Background: an optimization exercise with open tools, aiming at small area, a short achievable clock period and few clock cycles per item. Do not read the settings as production practice. Function was not checked in any run shown here: the RTL went through the layout flow alone.

==> flow/design.v (outline; a module is shown in full before it is edited, if it fits) <==
// module f32_mult: 152 lines
// module f32_mult_mul24: 799 lines
// module f32_mult_fa: 7 lines
module f32_mult (
  input logic clk, rst_n,
  input logic [31:0] a, b,
  input logic start,
  output logic done,
  output logic [31:0] p
);
  // ...
==> flow/flow/run.sh <==
#!/bin/bash
# The standard layout, with the input/output port buffers made from plain
# buf cells (buffer_ports otherwise picks a slow delay cell for them).
set -euo pipefail
bash standard.sh "BUFFER_PORTS_ARGS=-buffer_cell sky130_fd_sc_hd__buf_4" finish > standard_flow.log 2>&1
==> flow/standard.sh <==
#!/bin/bash
# synth_recipe.tcl (not shown) runs the flow's synth.tcl, then flattens the netlist and writes it again
# the make line also repeats each setting of config.mk as NAME=value (left out here)
make -C /OpenROAD-flow-scripts/flow DESIGN_CONFIG=/design/flow/config.mk WORK_HOME=/design/flow/orfs CLKGATE_MAP_FILE= SYNTH_SCRIPT=/design/flow/synth_recipe.tcl "${@:-finish}"
==> flow/config.mk <==
export PLATFORM = sky130hd
export DESIGN_NAME = f32_mult
export DESIGN_NICKNAME = f32_mult
export VERILOG_FILES = /design/flow/design.v
export SDC_FILE = /design/flow/constraint.sdc
export NUM_CORES = 4
export LEC_CHECK = 0
export ABC_AREA = 1
export CAP_MARGIN = 20
export CORE_MARGIN = 2
export CORE_UTILIZATION = 40
export PLACE_DENSITY = 0.75
export SETUP_SLACK_MARGIN = 1.5
export SLEW_MARGIN = 20
export SYNTH_HIERARCHICAL = 1
export SYNTH_MINIMUM_KEEP_SIZE = 0
==> flow/constraint.sdc <==
create_clock -name core_clock -period 12.0 [get_ports {clk}]
set_input_delay 2.4000 -clock core_clock [delete_from_list [all_inputs] [get_ports {clk}]]
set_output_delay 2.4000 -clock core_clock [all_outputs]
set_load 0.01 [all_outputs]
==> flow_metrics.py, run 1 <==
metrics = {
    "final_layout": {
        "bufAreaShareNonClock": 0.0639,
        "largest_register_ffs": 32,
        "final_util": 0.444,
        "final_nets": 3804,
        "final_common_cell": "nand2_1",
        "seq_cells": 33,
    },
    "synthesis": {
        "synthSimpleGateAreaFrac": 0.264,
        "syn-num-nets": 3781,
        "synthTopCellsByArea": "fa_1, nand2_1, xor2_1, o22ai_1, ha_1",
        "syn_inst": 3329,
        "synth_area_um2": 22400,
        "synthDistinctLibCells": 61,
        "yosysTopAreaCellShare": 0.234,
    },
    "place": {
        "dp_hpwl_um": 69900,
        "io_buffer_count": 99,
    },
    "detailed_routing": {
        "wl_met1_um": 33000,
        "wire_per_inst_um": 21.5,
        "drc": 0,
        "met2_length_um": 39100,
        "viasPerCell": 5.98,
        "dr_wl_met3_um": 11000,
    },
    "cts": {
        "clk_pin_slew_ns": 0.06,
    },
    "run_status": {
        "outcome": "no timing/DRC/antenna violations",
    },
    "floorplanning": {
        "die_x_um": 240,
    },
    "setup_path": {
        "cp_slowest_stage_delay_ns": 0.55,
        "cp.depth": 40,
    },
    "flow_run": {
        "maxCapViolCount": 0,
    },
    "grt": {
        "top_usage_layer": "met2",
        "grtUsageMet1": 0.382,
    },
    "timing": {
        "finalSetupViolations": 0,
    },
}
==> module f32_mult, before the edit <==
module f32_mult (
  input logic clk, rst_n,
  input logic [31:0] a, b,
  input logic start,
  output logic done,
  output logic [31:0] p
);
function automatic logic [4:0] lzc24(input logic [23:0] x);
  lzc24 = 5'd23;
  for (int i = 0; i < 24; i++)
    if (x[i]) lzc24 = 5'(23 - i);
endfunction
function automatic logic [4:0] tzc24(input logic [23:0] x);
  tzc24 = 5'd23;
  for (int i = 23; i >= 0; i--)
    if (x[i]) tzc24 = 5'(i);
endfunction
logic s_r;
logic a_ez, b_ez, a_fz, b_fz, a_emax, b_emax;
logic a_nan, b_nan, a_inf, b_inf, a_zero, b_zero, a_den, b_den;
assign s_r    = a[31] ^ b[31];
assign a_ez   = (a[30:23] == 8'h00);
assign b_ez   = (b[30:23] == 8'h00);
assign a_fz   = (a[22:0] == 23'h0);
assign b_fz   = (b[22:0] == 23'h0);
assign a_emax = (a[30:23] == 8'hFF);
assign b_emax = (b[30:23] == 8'hFF);
assign a_nan  = a_emax & ~a_fz;
assign b_nan  = b_emax & ~b_fz;
assign a_inf  = a_emax & a_fz;
assign b_inf  = b_emax & b_fz;
assign a_zero = a_ez & a_fz;
assign b_zero = b_ez & b_fz;
assign a_den  = a_ez & ~a_fz;
assign b_den  = b_ez & ~b_fz;
logic [23:0] m_a, m_b;
logic [8:0] x_sum;
assign m_a = {~a_ez, a[22:0]};
assign m_b = {~b_ez, b[22:0]};
assign x_sum = {1'b0, a[30:24], a[23] | a_ez} + {1'b0, b[30:24], b[23] | b_ez};
logic [47:0] prod;
f32_mult_mul24 u_mul (.x(m_a), .y(m_b), .prod(prod));
logic [5:0] lz, tz;             
logic nr;                       
logic [9:0] c_sh;               
logic [5:0] sh;                 
logic [8:0] e_base;
assign lz = {1'b0, lzc24(a_ez ? m_a : m_b)};
assign tz = {1'b0, tzc24(m_a)} + {1'b0, tzc24(m_b)};
assign c_sh = 10'd151 - {1'b0, x_sum};
assign nr = {1'b0, x_sum} >= 10'd128 + {4'b0, lz};
assign e_base = x_sum - 9'd128 - {3'b0, lz};
always_comb begin
  if (nr)
    sh = 6'd23 - lz;
  else if (c_sh[9:6] != 4'd0)
    sh = 6'd63;
  else
    sh = c_sh[5:0];
end
logic [25:0] win;
logic top;
logic [23:0] mant;
logic guard, sticky, round_up;
logic [8:0] e1, e2;
logic [8:0] e_pre;
logic ovf;
logic [30:0] rounded;
logic [22:0] ones;
logic [8:0] e_pre1;
logic [3:0] d0, d1, d2;
logic [95:0] v0;
logic [40:0] v1;
logic [28:0] v2;
assign d0 = 4'b1 << sh[1:0];
assign d1 = 4'b1 << sh[3:2];
assign d2 = 4'b1 << sh[5:4];
assign v0 = {47'b0, prod, 1'b0};
always_comb begin
  for (int i = 0; i < 41; i++)
    v1[i] = (d2[0] & v0[i]) | (d2[1] & v0[i + 16]) | (d2[2] & v0[i + 32]) | (d2[3] & v0[i + 48]);
  for (int i = 0; i < 29; i++)
    v2[i] = (d1[0] & v1[i]) | (d1[1] & v1[i + 4]) | (d1[2] & v1[i + 8]) | (d1[3] & v1[i + 12]);
  for (int i = 0; i < 26; i++)
    win[i] = (d0[0] & v2[i]) | (d0[1] & v2[i + 1]) | (d0[2] & v2[i + 2]) | (d0[3] & v2[i + 3]);
end
assign top = win[25];
assign e1 = e_base + 9'd1;
assign e2 = e_base + 9'd2;
always_comb begin
  if (top) begin
    mant = win[25:2];
    guard = win[1];
    sticky = {1'b0, tz} < {1'b0, sh};
  end else begin
    mant = win[24:1];
    guard = win[0];
    sticky = {1'b0, tz} + 7'd1 < {1'b0, sh};
  end
  if (!nr)
    e_pre1 = {8'b0, mant[23]} + 9'd1;
  else if (top)
    e_pre1 = e2 + 9'd1;
  else
    e_pre1 = e1 + 9'd1;
  if (!nr)
    e_pre = {8'b0, mant[23]};
  else if (top)
    e_pre = e2;
  else
    e_pre = e1;
  ovf = nr & (e_pre >= 9'd255);
end
logic [22:0] po [0:5];
always_comb begin
  po[0] = mant[22:0];
  for (int l = 0; l < 5; l++)
    for (int i = 0; i < 23; i++)
      if ((i >> l) & 1)
        po[l + 1][i] = po[l][i] & po[l][((i >> l) << l) - 1];
      else
        po[l + 1][i] = po[l][i];
  ones = po[5];
end
assign round_up = guard & (sticky | mant[0]);
assign rounded = {(round_up & ones[22]) ? e_pre1[7:0] : e_pre[7:0],
                  mant[22:0] ^ ({ones[21:0], 1'b1} & {23{round_up}})};
logic [31:0] result;
always_comb begin
  if (a_nan)
    result = {s_r, 8'hFF, 1'b1, a[21:0]};
  else if (b_nan)
    result = {s_r, 8'hFF, 1'b1, b[21:0]};
  else if ((a_inf | b_inf) & (a_zero | b_zero))
    result = {s_r, 8'hFF, 1'b1, 22'h0};
  else if (a_inf | b_inf)
    result = {s_r, 8'hFF, 23'h0};
  else if (a_zero | b_zero | (a_den & b_den))
    result = {s_r, 31'h0};
  else if (ovf)
    result = {s_r, 8'hFF, 23'h0};
  else
    result = {s_r, rounded};
end
always_ff @(posedge clk)
  p <= result;
always_ff @(posedge clk or negedge rst_n)
  if (!rst_n)
    done <= 1'b0;
  else
    done <= start;
endmodule
==> run 2, diff against run 1 <==
--- a/flow/design.v
+++ b/flow/design.v
@@ -61,18 +61,16 @@
 logic [25:0] win;
 logic top;
 logic [23:0] mant;
 logic guard, sticky, round_up;
 logic [8:0] e1, e2;
 logic [8:0] e_pre;
 logic ovf;
 logic [30:0] rounded;
-logic [22:0] ones;
-logic [8:0] e_pre1;
 logic [3:0] d0, d1, d2;
 logic [95:0] v0;
 logic [40:0] v1;
 logic [28:0] v2;
 assign d0 = 4'b1 << sh[1:0];
 assign d1 = 4'b1 << sh[3:2];
 assign d2 = 4'b1 << sh[5:4];
 assign v0 = {47'b0, prod, 1'b0};
@@ -93,43 +91,25 @@
     guard = win[1];
     sticky = {1'b0, tz} < {1'b0, sh};
   end else begin
     mant = win[24:1];
     guard = win[0];
     sticky = {1'b0, tz} + 7'd1 < {1'b0, sh};
   end
   if (!nr)
-    e_pre1 = {8'b0, mant[23]} + 9'd1;
-  else if (top)
-    e_pre1 = e2 + 9'd1;
-  else
-    e_pre1 = e1 + 9'd1;
-  if (!nr)
     e_pre = {8'b0, mant[23]};
   else if (top)
     e_pre = e2;
   else
     e_pre = e1;
   ovf = nr & (e_pre >= 9'd255);
+  round_up = guard & (sticky | mant[0]);
+  rounded = {e_pre[7:0], mant[22:0]} + {30'h0, round_up};
 end
-logic [22:0] po [0:5];
-always_comb begin
-  po[0] = mant[22:0];
-  for (int l = 0; l < 5; l++)
-    for (int i = 0; i < 23; i++)
-      if ((i >> l) & 1)
-        po[l + 1][i] = po[l][i] & po[l][((i >> l) << l) - 1];
-      else
-        po[l + 1][i] = po[l][i];
-  ones = po[5];
-end
-assign round_up = guard & (sticky | mant[0]);
-assign rounded = {(round_up & ones[22]) ? e_pre1[7:0] : e_pre[7:0],
-                  mant[22:0] ^ ({ones[21:0], 1'b1} & {23{round_up}})};
 logic [31:0] result;
 always_comb begin
   if (a_nan)
     result = {s_r, 8'hFF, 1'b1, a[21:0]};
   else if (b_nan)
     result = {s_r, 8'hFF, 1'b1, b[21:0]};
   else if ((a_inf | b_inf) & (a_zero | b_zero))
     result = {s_r, 8'hFF, 1'b1, 22'h0};
@@ -941,17 +921,337 @@
   f32_mult_fa u_fa253 (.a(hc32), .b(fs211), .c(fc210), .s(fs253), .co(fc253));
   f32_mult_fa u_fa254 (.a(bp_10_24), .b(fc211), .c(fs212), .s(fs254), .co(fc254));
   f32_mult_fa u_fa255 (.a(fs213), .b(bp_11_23), .c(fc212), .s(fs255), .co(fc255));
   f32_mult_fa u_fa256 (.a(fc213), .b(bh_23), .c(hs36), .s(fs256), .co(fc256));
   assign hs39 = ~hc36;
   assign hc39 = hc36;
   assign rx = {fc256, fc255, fc254, fc253, fc252, fc251, fc250, fc249, fc248, fc247, fc246, fc245, fc244, fc243, fc242, fc241, fc240, fc239, fc238, fc237, fc236, fc235, fc234, fc233, fc232, fc231, fc230, fc229, fc228, fc227, fc226, fc225, fc224, fc223, fc222, fc221, fc220, fc219, fc218, fc217, fc216, fc215, fc214, hc38, hc37, hs37, bp_0_1, bni0};
   assign ry = {hs39, fs256, fs255, fs254, fs253, fs252, fs251, fs250, fs249, fs248, fs247, fs246, fs245, fs244, fs243, fs242, fs241, fs240, fs239, fs238, fs237, fs236, fs235, fs234, fs233, fs232, fs231, fs230, fs229, fs228, fs227, fs226, fs225, fs224, fs223, fs222, fs221, fs220, fs219, fs218, fs217, fs216, fs215, fs214, hs38, bp_1_0, 1'b1, bp_0_0};
-  assign sum = {rx, 1'b1} + {ry, 1'b1};
+  logic [48:0] ax, ay, g0, p0;
+  assign ax = {rx, 1'b1};
+  assign ay = {ry, 1'b1};
+  assign g0 = ax & ay;
+  assign p0 = ax ^ ay;
+  logic cg0, cp0;
+  assign cg0 = g0[1] | (p0[1] & g0[0]);
+  assign cp0 = p0[1] & p0[0];
+  logic cg1, cp1;
+  assign cg1 = g0[3] | (p0[3] & g0[2]);
+  assign cp1 = p0[3] & p0[2];
+  logic cg2, cp2;
+  assign cg2 = g0[5] | (p0[5] & g0[4]);
+  assign cp2 = p0[5] & p0[4];
+  logic cg3, cp3;
+  assign cg3 = g0[7] | (p0[7] & g0[6]);
+  assign cp3 = p0[7] & p0[6];
+  logic cg4, cp4;
+  assign cg4 = g0[9] | (p0[9] & g0[8]);
+  assign cp4 = p0[9] & p0[8];
+  logic cg5, cp5;
+  assign cg5 = g0[11] | (p0[11] & g0[10]);
+  assign cp5 = p0[11] & p0[10];
+  logic cg6, cp6;
+  assign cg6 = g0[13] | (p0[13] & g0[12]);
+  assign cp6 = p0[13] & p0[12];
+  logic cg7, cp7;
+  assign cg7 = g0[15] | (p0[15] & g0[14]);
+  assign cp7 = p0[15] & p0[14];
+  logic cg8, cp8;
+  assign cg8 = g0[17] | (p0[17] & g0[16]);
+  assign cp8 = p0[17] & p0[16];
+  logic cg9, cp9;
+  assign cg9 = g0[19] | (p0[19] & g0[18]);
+  assign cp9 = p0[19] & p0[18];
+  logic cg10, cp10;
+  assign cg10 = g0[21] | (p0[21] & g0[20]);
+  assign cp10 = p0[21] & p0[20];
+  logic cg11, cp11;
+  assign cg11 = g0[23] | (p0[23] & g0[22]);
+  assign cp11 = p0[23] & p0[22];
+  logic cg12, cp12;
+  assign cg12 = g0[25] | (p0[25] & g0[24]);
+  assign cp12 = p0[25] & p0[24];
+  logic cg13, cp13;
+  assign cg13 = g0[27] | (p0[27] & g0[26]);
+  assign cp13 = p0[27] & p0[26];
+  logic cg14, cp14;
+  assign cg14 = g0[29] | (p0[29] & g0[28]);
+  assign cp14 = p0[29] & p0[28];
+  logic cg15, cp15;
+  assign cg15 = g0[31] | (p0[31] & g0[30]);
+  assign cp15 = p0[31] & p0[30];
+  logic cg16, cp16;
+  assign cg16 = g0[33] | (p0[33] & g0[32]);
+  assign cp16 = p0[33] & p0[32];
+  logic cg17, cp17;
+  assign cg17 = g0[35] | (p0[35] & g0[34]);
+  assign cp17 = p0[35] & p0[34];
+  logic cg18, cp18;
+  assign cg18 = g0[37] | (p0[37] & g0[36]);
+  assign cp18 = p0[37] & p0[36];
+  logic cg19, cp19;
+  assign cg19 = g0[39] | (p0[39] & g0[38]);
+  assign cp19 = p0[39] & p0[38];
+  logic cg20, cp20;
+  assign cg20 = g0[41] | (p0[41] & g0[40]);
+  assign cp20 = p0[41] & p0[40];
+  logic cg21, cp21;
+  assign cg21 = g0[43] | (p0[43] & g0[42]);
+  assign cp21 = p0[43] & p0[42];
+  logic cg22, cp22;
+  assign cg22 = g0[45] | (p0[45] & g0[44]);
+  assign cp22 = p0[45] & p0[44];
+  logic cg23, cp23;
+  assign cg23 = g0[47] | (p0[47] & g0[46]);
+  assign cp23 = p0[47] & p0[46];
+  logic cg24, cp24;
+  assign cg24 = cg1 | (cp1 & cg0);
+  assign cp24 = cp1 & cp0;
+  logic cg25, cp25;
+  assign cg25 = cg3 | (cp3 & cg2);
+  assign cp25 = cp3 & cp2;
+  logic cg26, cp26;
+  assign cg26 = cg5 | (cp5 & cg4);
+  assign cp26 = cp5 & cp4;
+  logic cg27, cp27;
+  assign cg27 = cg7 | (cp7 & cg6);
+  assign cp27 = cp7 & cp6;
+  logic cg28, cp28;
+  assign cg28 = cg9 | (cp9 & cg8);
+  assign cp28 = cp9 & cp8;
+  logic cg29, cp29;
+  assign cg29 = cg11 | (cp11 & cg10);
+  assign cp29 = cp11 & cp10;
+  logic cg30, cp30;
+  assign cg30 = cg13 | (cp13 & cg12);
+  assign cp30 = cp13 & cp12;
+  logic cg31, cp31;
+  assign cg31 = cg15 | (cp15 & cg14);
+  assign cp31 = cp15 & cp14;
+  logic cg32, cp32;
+  assign cg32 = cg17 | (cp17 & cg16);
+  assign cp32 = cp17 & cp16;
+  logic cg33, cp33;
+  assign cg33 = cg19 | (cp19 & cg18);
+  assign cp33 = cp19 & cp18;
+  logic cg34, cp34;
+  assign cg34 = cg21 | (cp21 & cg20);
+  assign cp34 = cp21 & cp20;
+  logic cg35, cp35;
+  assign cg35 = cg23 | (cp23 & cg22);
+  assign cp35 = cp23 & cp22;
+  logic cg36, cp36;
+  assign cg36 = cg25 | (cp25 & cg24);
+  assign cp36 = cp25 & cp24;
+  logic cg37, cp37;
+  assign cg37 = cg27 | (cp27 & cg26);
+  assign cp37 = cp27 & cp26;
+  logic cg38, cp38;
+  assign cg38 = cg29 | (cp29 & cg28);
+  assign cp38 = cp29 & cp28;
+  logic cg39, cp39;
+  assign cg39 = cg31 | (cp31 & cg30);
+  assign cp39 = cp31 & cp30;
+  logic cg40, cp40;
+  assign cg40 = cg33 | (cp33 & cg32);
+  assign cp40 = cp33 & cp32;
+  logic cg41, cp41;
+  assign cg41 = cg35 | (cp35 & cg34);
+  assign cp41 = cp35 & cp34;
+  logic cg42, cp42;
+  assign cg42 = cg37 | (cp37 & cg36);
+  assign cp42 = cp37 & cp36;
+  logic cg43, cp43;
+  assign cg43 = cg39 | (cp39 & cg38);
+  assign cp43 = cp39 & cp38;
+  logic cg44, cp44;
+  assign cg44 = cg41 | (cp41 & cg40);
+  assign cp44 = cp41 & cp40;
+  logic cg45, cp45;
+  assign cg45 = cg43 | (cp43 & cg42);
+  assign cp45 = cp43 & cp42;
+  logic cg46, cp46;
+  assign cg46 = cg44 | (cp44 & cg45);
+  assign cp46 = cp44 & cp45;
+  logic cg47, cp47;
+  assign cg47 = cg38 | (cp38 & cg42);
+  assign cp47 = cp38 & cp42;
+  logic cg48, cp48;
+  assign cg48 = cg40 | (cp40 & cg45);
+  assign cp48 = cp40 & cp45;
+  logic cg49, cp49;
+  assign cg49 = cg26 | (cp26 & cg36);
+  assign cp49 = cp26 & cp36;
+  logic cg50, cp50;
+  assign cg50 = cg28 | (cp28 & cg42);
+  assign cp50 = cp28 & cp42;
+  logic cg51, cp51;
+  assign cg51 = cg30 | (cp30 & cg47);
+  assign cp51 = cp30 & cp47;
+  logic cg52, cp52;
+  assign cg52 = cg32 | (cp32 & cg45);
+  assign cp52 = cp32 & cp45;
+  logic cg53, cp53;
+  assign cg53 = cg34 | (cp34 & cg48);
+  assign cp53 = cp34 & cp48;
+  logic cg54, cp54;
+  assign cg54 = cg2 | (cp2 & cg24);
+  assign cp54 = cp2 & cp24;
+  logic cg55, cp55;
+  assign cg55 = cg4 | (cp4 & cg36);
+  assign cp55 = cp4 & cp36;
+  logic cg56, cp56;
+  assign cg56 = cg6 | (cp6 & cg49);
+  assign cp56 = cp6 & cp49;
+  logic cg57, cp57;
+  assign cg57 = cg8 | (cp8 & cg42);
+  assign cp57 = cp8 & cp42;
+  logic cg58, cp58;
+  assign cg58 = cg10 | (cp10 & cg50);
+  assign cp58 = cp10 & cp50;
+  logic cg59, cp59;
+  assign cg59 = cg12 | (cp12 & cg47);
+  assign cp59 = cp12 & cp47;
+  logic cg60, cp60;
+  assign cg60 = cg14 | (cp14 & cg51);
+  assign cp60 = cp14 & cp51;
+  logic cg61, cp61;
+  assign cg61 = cg16 | (cp16 & cg45);
+  assign cp61 = cp16 & cp45;
+  logic cg62, cp62;
+  assign cg62 = cg18 | (cp18 & cg52);
+  assign cp62 = cp18 & cp52;
+  logic cg63, cp63;
+  assign cg63 = cg20 | (cp20 & cg48);
+  assign cp63 = cp20 & cp48;
+  logic cg64, cp64;
+  assign cg64 = cg22 | (cp22 & cg53);
+  assign cp64 = cp22 & cp53;
+  logic cg65, cp65;
+  assign cg65 = g0[2] | (p0[2] & cg0);
+  assign cp65 = p0[2] & cp0;
+  logic cg66, cp66;
+  assign cg66 = g0[4] | (p0[4] & cg24);
+  assign cp66 = p0[4] & cp24;
+  logic cg67, cp67;
+  assign cg67 = g0[6] | (p0[6] & cg54);
+  assign cp67 = p0[6] & cp54;
+  logic cg68, cp68;
+  assign cg68 = g0[8] | (p0[8] & cg36);
+  assign cp68 = p0[8] & cp36;
+  logic cg69, cp69;
+  assign cg69 = g0[10] | (p0[10] & cg55);
+  assign cp69 = p0[10] & cp55;
+  logic cg70, cp70;
+  assign cg70 = g0[12] | (p0[12] & cg49);
+  assign cp70 = p0[12] & cp49;
+  logic cg71, cp71;
+  assign cg71 = g0[14] | (p0[14] & cg56);
+  assign cp71 = p0[14] & cp56;
+  logic cg72, cp72;
+  assign cg72 = g0[16] | (p0[16] & cg42);
+  assign cp72 = p0[16] & cp42;
+  logic cg73, cp73;
+  assign cg73 = g0[18] | (p0[18] & cg57);
+  assign cp73 = p0[18] & cp57;
+  logic cg74, cp74;
+  assign cg74 = g0[20] | (p0[20] & cg50);
+  assign cp74 = p0[20] & cp50;
+  logic cg75, cp75;
+  assign cg75 = g0[22] | (p0[22] & cg58);
+  assign cp75 = p0[22] & cp58;
+  logic cg76, cp76;
+  assign cg76 = g0[24] | (p0[24] & cg47);
+  assign cp76 = p0[24] & cp47;
+  logic cg77, cp77;
+  assign cg77 = g0[26] | (p0[26] & cg59);
+  assign cp77 = p0[26] & cp59;
+  logic cg78, cp78;
+  assign cg78 = g0[28] | (p0[28] & cg51);
+  assign cp78 = p0[28] & cp51;
+  logic cg79, cp79;
+  assign cg79 = g0[30] | (p0[30] & cg60);
+  assign cp79 = p0[30] & cp60;
+  logic cg80, cp80;
+  assign cg80 = g0[32] | (p0[32] & cg45);
+  assign cp80 = p0[32] & cp45;
+  logic cg81, cp81;
+  assign cg81 = g0[34] | (p0[34] & cg61);
+  assign cp81 = p0[34] & cp61;
+  logic cg82, cp82;
+  assign cg82 = g0[36] | (p0[36] & cg52);
+  assign cp82 = p0[36] & cp52;
+  logic cg83, cp83;
+  assign cg83 = g0[38] | (p0[38] & cg62);
+  assign cp83 = p0[38] & cp62;
+  logic cg84, cp84;
+  assign cg84 = g0[40] | (p0[40] & cg48);
+  assign cp84 = p0[40] & cp48;
+  logic cg85, cp85;
+  assign cg85 = g0[42] | (p0[42] & cg63);
+  assign cp85 = p0[42] & cp63;
+  logic cg86, cp86;
+  assign cg86 = g0[44] | (p0[44] & cg53);
+  assign cp86 = p0[44] & cp53;
+  logic cg87, cp87;
+  assign cg87 = g0[46] | (p0[46] & cg64);
+  assign cp87 = p0[46] & cp64;
+  logic cg88, cp88;
+  assign cg88 = g0[48] | (p0[48] & cg46);
+  assign cp88 = p0[48] & cp46;
+  assign sum[0] = p0[0];
+  assign sum[1] = p0[1] ^ g0[0];
+  assign sum[2] = p0[2] ^ cg0;
+  assign sum[3] = p0[3] ^ cg65;
+  assign sum[4] = p0[4] ^ cg24;
+  assign sum[5] = p0[5] ^ cg66;
+  assign sum[6] = p0[6] ^ cg54;
+  assign sum[7] = p0[7] ^ cg67;
+  assign sum[8] = p0[8] ^ cg36;
+  assign sum[9] = p0[9] ^ cg68;
+  assign sum[10] = p0[10] ^ cg55;
+  assign sum[11] = p0[11] ^ cg69;
+  assign sum[12] = p0[12] ^ cg49;
+  assign sum[13] = p0[13] ^ cg70;
+  assign sum[14] = p0[14] ^ cg56;
+  assign sum[15] = p0[15] ^ cg71;
+  assign sum[16] = p0[16] ^ cg42;
+  assign sum[17] = p0[17] ^ cg72;
+  assign sum[18] = p0[18] ^ cg57;
+  assign sum[19] = p0[19] ^ cg73;
+  assign sum[20] = p0[20] ^ cg50;
+  assign sum[21] = p0[21] ^ cg74;
+  assign sum[22] = p0[22] ^ cg58;
+  assign sum[23] = p0[23] ^ cg75;
+  assign sum[24] = p0[24] ^ cg47;
+  assign sum[25] = p0[25] ^ cg76;
+  assign sum[26] = p0[26] ^ cg59;
+  assign sum[27] = p0[27] ^ cg77;
+  assign sum[28] = p0[28] ^ cg51;
+  assign sum[29] = p0[29] ^ cg78;
+  assign sum[30] = p0[30] ^ cg60;
+  assign sum[31] = p0[31] ^ cg79;
+  assign sum[32] = p0[32] ^ cg45;
+  assign sum[33] = p0[33] ^ cg80;
+  assign sum[34] = p0[34] ^ cg61;
+  assign sum[35] = p0[35] ^ cg81;
+  assign sum[36] = p0[36] ^ cg52;
+  assign sum[37] = p0[37] ^ cg82;
+  assign sum[38] = p0[38] ^ cg62;
+  assign sum[39] = p0[39] ^ cg83;
+  assign sum[40] = p0[40] ^ cg48;
+  assign sum[41] = p0[41] ^ cg84;
+  assign sum[42] = p0[42] ^ cg63;
+  assign sum[43] = p0[43] ^ cg85;
+  assign sum[44] = p0[44] ^ cg53;
+  assign sum[45] = p0[45] ^ cg86;
+  assign sum[46] = p0[46] ^ cg64;
+  assign sum[47] = p0[47] ^ cg87;
+  assign sum[48] = p0[48] ^ cg46;
   assign prod = ~sum[48:1];
 endmodule
 module f32_mult_fa (
   input  logic a, b, c,
   output logic s, co
 );
   assign s = a ^ b ^ c;
   assign co = (a & b) | (a & c) | (b & c);
==> flow_metrics.py, run 2 <==
metrics = {
    "flow_run": {
        "maxCapViolCount": 0,
    },
    "cts": {
        "clock_path_buffers": 2,
        "numCtsBuffers": 5,
        "cts_num_sinks": 33,
        "h-tree-depth": 2,
        "cts_tree": "yes",
        "cts_hold_buf": 0,
        "cts-root-buf": "clkbuf_16",
        "clk_pin_slew_ns": 0.06,
    },
    "detailed_routing": {
        "ant_nets": 0,
        "wire_per_inst_um": 22.0,
        "drtPass1Iterations": 8,
        "viasPerCell": 6.10,
        "dr.first_iter.drc_count": 3364,
        "vias": 23300,
        "drc": 0,
        "wl_um": 84200,
    },
    "final_layout": {
        "largest_registers": "p x32, done x1",
        "final_common_cell": "nand2_1",
        "final_cell_mix": "nand2_1, inv_1, xor2_1",
        "areaGrowthSynthToFinish_pct": 14.4,
        "stdcell_count": 3820,
        "final_util": 0.460,
        "final_nets": 3595,
        "drive_above_1_share": 0.178,
        "largest_register_ffs": 32,
        "top_register": "p",
    },
    "synthesis": {
        "yosysMostFrequentCell": "nand2_1",
        "synth_compound_area_frac": 0.141,
        "syn-num-nets": 3513,
        "syn_inst": 3040,
        "synthXorXnorAreaFrac": 0.131,
        "synth.ff_latch_count": 33,
        "yosys_warnings": 7,
        "synthSimpleGateAreaFrac": 0.257,
        "synth_area_um2": 21500,
        "ys_top_cells_by_count": "nand2_1, inv_1, xor2_1, fa_1, o22ai_1",
        "synth_top_family_by_area": "adder cells",
        "synth_ff_type": "dfxtp_1",
        "synth_top_area_cell": "fa_1",
        "syn_avg_cell_area_um2": 7.08,
        "synth_mux_area_frac": 0,
        "synthAdderAreaFrac": 0.335,
        "synth-seq-area-share": 0.0309,
        "yosysTopAreaCellShare": 0.264,
        "synthTopCellsByArea": "fa_1, xor2_1, nand2_1, o22ai_1, ha_1",
        "synthArstFlopShare": 0.0303,
        "synthDistinctLibCells": 62,
        "synth_edf_count": 0,
    },
    "run_status": {
        "outcome": "no timing/DRC/antenna violations",
    },
    "grt": {
        "antenna_found_initial": 1,
        "grt-ovfl-total": 0,
        "grt_max_degree": 56,
        "grt_pass1_vias": 21200,
        "grt_pass1_wl_um": 123000,
        "grt_usage": 0.281,
    },
    "floorplanning": {
        "start_util": 0.402,
        "die_y_um": 236,
        "io_pins": 100,
        "dieArea_um2": 55700,
        "rows": 85,
        "core-area_um2": 53500,
        "die_x_um": 236,
    },
    "timing": {
        "worst_slew_pin_slew_ns": 1.13,
        "final.setup.tns_ns": 0,
        "fmax_ghz": 0.0946,
        "min_period_ns": 10.57,
        "finalSetupViolations": 0,
        "timing.final.crit_share": 0.881,
        "hold_viol_final": 0,
        "slew_headroom": 0.247,
        "rsz0062_at_grt": "true",
        "drv_slew": 0,
    },
    "place": {
        "place_congestion": 1.04,
        "placedCellCount": 3733,
        "io_buffer_count": 99,
        "dp_hpwl_um": 63600,
    },
    "setup_path": {
        "start_kind": "primary input",
        "critPathRequiredTime_ns": 12.21,
        "slowest_stage": "fa_2",
        "cp.depth": 45,
        "crit_type": "in -> reg",
        "cp_common_cell": "nand2_1",
        "cp-end-kind": "flop",
        "crit_family": "adder cells",
        "crit_buf_inv": 8,
        "cp_max_fo": 7,
        "cp_slowest_stage_delay_ns": 0.59,
        "critPathArrivalTime_ns": 10.79,
    },
    "worst_hold_path": {
        "hold_path.class": "in -> async",
    },
}
[run 2: modules after synthesis, one instance, submodules excluded]
module          copies in the design  flip-flops and latches
f32_mult                           1                      33
f32_mult_fa                      257                       0
f32_mult_mul24                     1                       0
[run 2: cell families after synthesis]
group                    count (synthesis)
AND/OR/NAND/NOR                       1230
XOR/XNOR                               321
adder cells (fa/ha/maj)                406
buffers and inverters                  545
AO/OA/AOI/OAI                          505
flip-flops                              33
[run 2: what timing repair did]
item                                   4_1_cts  5_1_grt
setup endpoints to repair                   30       31
gates cloned                                 0        5
resized for setup                           27      183
buffers inserted                             6       67
pin swaps                                    1       74
endpoints found under the hold margin        0        0
[run 2: per-stage QoR]
stage          instance area [um^2]  hold WS [ns]  setup slack [ns]
2_1_floorplan                 21500          2.10              2.03
3_3_place_gp                  22900          2.18             0.959
3_5_place_dp                  22900          2.18             0.755
6_report                      24600          1.88              1.43
5_1_grt                       24600          1.87              1.24
4_1_cts                       23300          1.88              1.47
[run 2: area by class of cell]
type                       instances  area (um^2)
fill                            5181        28900
multi-input combinational       2466        19300
timing repair buffer             266         2180
inverter                         349         1400
tap                              696          871
sequential                        33          666
clock buffer                       5          125
clock inverter                     3         22.5
timing repair inverter             1         7.51
antenna                            1         2.50
[run 2: path summary, 6_finish.rpt]
check,from,to
setup / recovery,b[10],p[16]$_DFF_P_
hold / removal,rst_n,done$_DFF_PN0_
max in group asynchronous,rst_n,done$_DFF_PN0_
min in group core_clock,start,done$_DFF_PN0_
[run 2: per-layer routing]
layer | track usage | vias up | part of all wire | routed length, um
met1 | 0.367 | 10800 | 0.36 | 30700
li1 | - | 10200 | - | -
met4 | 0.147 | 0 | 0.075 | 6320
met2 | 0.441 | 1854 | 0.43 | 36400
met3 | 0.0542 | 481 | 0.13 | 10700
met5 | 0 | - | 0 | 0

re-timing with driven ports:
Ports are ideal in the flow. The routed layouts listed here were re-timed in OpenROAD.
Step 1, drivers: a clkbuf_16 drives clk and a buf_2 each remaining input, both assumed.
Step 2 times the ports against the registers' clock, not the clock port: input delays grow and output delays shrink by t, the midpoint of the rising clock arrivals with the driver on.
Three values: ideal ports, drivers, drivers and shift; two values: the first two.
run | shift t [ns] | slack for setup (ns) | slew at the worst register clock pin (ns) | worst slew at a driven data input, ns
run 1 | 0.324 | 1.716 / 1.696 / 1.373 | 0.07 / 0.07 | 0.06
run 2 | 0.317 | 1.427 / 1.417 / 1.101 | 0.07 / 0.07 | 0.14
After both steps every run listed still meets setup and hold. For run 1, which loses most, drivers alone change the setup slack by -0.020 ns; drivers and shift together by -0.343 ns.
